What follows belongs to an exercise in optimizing a design on an open flow for small area, a short achievable clock period and few clock cycles per item; a production flow would make more cautious choices. Only simulation tests tie the RTL to the original design; equivalence was not proved.

Design main_file, start of the top module:
module main_file
(
    input  wire        clk,
    input  wire        rst,         
    input  wire        start,       
    output wire        done,        
    output wire [7:0]  mem_addr,    
    output wire        mem_we,      
    output wire [31:0] mem_wdata,   
    input  wire [31:0] mem_rdata    
);
reg  [3:0] i, j, m;
reg        ph_b;            
reg        wr;              
reg [31:0] R;
wire [31:0] g0 = ~mem_rdata & R;
wire [31:0] p0 = ~mem_rdata | R;
wire [7:0]  g1, p1;
wire [3:0]  g2, p2;
wire [1:0]  g3, p3;
genvar k;
generate
    for (k = 0; k < 8; k = k + 1) begin : c1
        assign g1[k] = g0[4*k+3] | p0[4*k+3] & (g0[4*k+2] | p0[4*k+2] & (g0[4*k+1] | p0[4*k+1] & g0[4*k]));
        assign p1[k] = &p0[4*k+3:4*k];
    end
    for (k = 0; k < 4; k = k + 1) begin : c2
        assign g2[k] = g1[2*k+1] | (p1[2*k+1] & g1[2*k]);
        assign p2[k] = p1[2*k+1] & p1[2*k];
    end
    for (k = 0; k < 2; k = k + 1) begin : c3
        assign g3[k] = g2[2*k+1] | (p2[2*k+1] & g2[2*k]);
        assign p3[k] = p2[2*k+1] & p2[2*k];
    end
endgenerate
wire       lt   = g3[1] | (p3[1] & g3[0]);
wire       idle = i[3] & i[1] & i[0];       
wire       ph_a = wr & ~ph_b;
assign done      = idle & ~i[2];            
assign mem_addr  = {2'b00, j, 2'b00};
assign mem_wdata = R;
assign mem_we    = wr & ~rst;
always @(posedge clk) begin
    if (rst) begin
        i    <= 4'd15;
        j    <= 4'd11;
        ph_b <= 1'b0;
        wr   <= 1'b0;
    end else if (idle) begin
        j    <= 4'd11;
        ph_b <= 1'b0;
        wr   <= 1'b0;
        if (start)
            i <= 4'd0;
    end else if (ph_b) begin
        ph_b <= 1'b0;
        wr   <= 1'b0;
        i    <= i + 4'd1;             
        j    <= 4'd11;
    end else if (ph_a) begin
        R    <= mem_rdata;
        ph_b <= 1'b1;
        wr   <= 1'b1;
        j    <= lt ? i : m;
    end else begin
        if (j == 4'd11 || lt) begin
            R  <= mem_rdata;
            m  <= j;
        end
        ph_b <= 1'b0;
        j    <= j - 4'd1;
        wr   <= (j - 4'd1 == i);
    end
end
endmodule
Size: about 210 cells after synthesis, about 77 I/O pins, about 2100 um^2 of cells after synthesis.
clock: 10.0 ns
lec_check: 0
cap_margin: 20
core_margin: 2
core_utilization: 60
slew_margin: 20
standard.sh (not shown) runs the stock make flow with config.mk's settings and CLKGATE_MAP_FILE= SYNTH_SCRIPT=/design/flow/synth_recipe.tcl, a recipe that flattens the netlist after the stock synthesis.
==> flow/flow/run.sh <==
#!/bin/bash
# Layout: the standard flow (standard.sh) with these changes:
#  - after the standard synthesis, the gates between the registers are
#    re-mapped by ABC for area (flow/resyn.tcl); registers keep their names
#    and cells;
#  - port buffers are buf_1 instead of the larger default;
#  - the clock tree uses clkbuf_8 only, without dummy loads.
set -euo pipefail
bash standard.sh synth > synth.log 2>&1
R=orfs/results/sky130hd/main_file/base
cp $R/1_2_yosys.v standard_synth.v
RESYN_IN=standard_synth.v RESYN_OUT=$R/1_2_yosys.v RESYN_SCRIPT=flow/resyn.abc \
  yosys -c flow/resyn.tcl > resyn.log 2>&1
bash standard.sh \
  BUFFER_PORTS_ARGS="-buffer_cell sky130_fd_sc_hd__buf_1" \
  SETUP_SLACK_MARGIN=5.7 \
  CTS_ARGS="-sink_clustering_enable -repair_clock_nets -dont_use_dummy_load -buf_list sky130_fd_sc_hd__clkbuf_8" \
  finish > layout.log 2>&1
==> flow/flow/resyn.abc <==
strash
dch -f
map -a
==> flow/flow/resyn.tcl <==
# Re-map the combinational logic of the standard synthesis netlist for area.
# Flip-flops (and tie cells) are kept as black boxes, so every register keeps
# its name and cell type; only the gates between them are re-mapped by ABC.
yosys -import
set lib $::env(FLOW_HOME)/platforms/sky130hd/lib/sky130_fd_sc_hd__tt_025C_1v80.lib
set dont_use {}
set f [open $::env(FLOW_HOME)/platforms/sky130hd/config.mk r]
foreach c [lsort -unique [regexp -all -inline {sky130_fd_sc_hd__[a-z0-9_]+} [read $f]]] {
  lappend dont_use -dont_use $c
}
close $f
read_liberty -ignore_miss_func -ignore_miss_data_latch $lib
read_verilog $::env(RESYN_IN)
hierarchy -top $::env(FLOW_TOP)
set seq {}
foreach c [regexp -all -inline {sky130_fd_sc_hd__[a-z0-9_]+} [exec grep -o {sky130_fd_sc_hd__[a-z0-9_]*} $::env(RESYN_IN)]] {
  if {[regexp {df|conb} $c]} { lappend seq $c }
}
yosys blackbox {*}[lsort -unique $seq]
flatten
# the flattened gates' pin wires get private names, so ports keep theirs
yosys rename -hide w:*.*
opt_clean -purge
abc -liberty $lib {*}$dont_use -script $::env(RESYN_SCRIPT)
opt_clean -purge
# cells as black boxes again, so checks see pin directions and only the top is written
read_liberty -lib -overwrite $lib
setundef -zero
hilomap -singleton -hicell sky130_fd_sc_hd__conb_1 HI -locell sky130_fd_sc_hd__conb_1 LO
splitnets
opt_clean -purge
# ports driven by a constant get a buffer each, as in the standard synthesis
insbuf -buf sky130_fd_sc_hd__buf_4 A X
opt_clean -purge
tee -o resyn_stat.txt stat -liberty $lib
check -assert -mapped
write_verilog -noattr -nohex -nodec $::env(RESYN_OUT)
Testbench counts at the start, summed over its fixed seeds: cycles 17,088, sorts 192.
==> next run, changes <==
--- a/flow/config.mk
+++ b/flow/config.mk
@@ -8,4 +8,4 @@
 export CAP_MARGIN = 20
 export CORE_MARGIN = 2
-export CORE_UTILIZATION = 60
+export CORE_UTILIZATION = 40
 export SLEW_MARGIN = 20
Result: The new run ran to the end with no violations. Cell count came out higher by 7.7%. Clock skew came out higher by 0.0080 ns. Cell area came out higher by 3.6%. Utilization came out lower by 24 points. Worst hold slack is better by 0.0096 ns. Routed wire length came out higher by 6.5%. Die area came out higher by 47%. Flip-flop and latch count stays the same.

static timing again, ports no longer ideal:
How much do the figures lean on ideal ports? The routed layouts below were timed once more, with nothing changed but the port constraints.
Step 1 sets driving cells, clkbuf_16 on the clock port and buf_2 on the other inputs (assumed; they add their load-dependent delay and slew).
Step 2 times the ports against the registers' clock, not the clock port: input delays grow and output delays shrink by t, the midpoint of the rising clock arrivals with the driver on.
Slacks: no drivers / after step 1 / after step 2; pairs: no drivers / after step 1.
run	shift t [ns]	setup WS [ns]	worst register clock-pin slew, ns	worst slew at a driven data input, ns	cell pins on the clock port's net
the first run	0.316	5.714 / 5.676 / 5.570	0.07 / 0.07	0.05	1
the second run	0.312	5.728 / 5.690 / 5.598	0.08 / 0.08	0.05	1
After both steps every run listed still meets setup and hold. The setup slack of the first run, which loses most, moves by -0.038 ns with the drivers and by -0.144 ns with both steps.
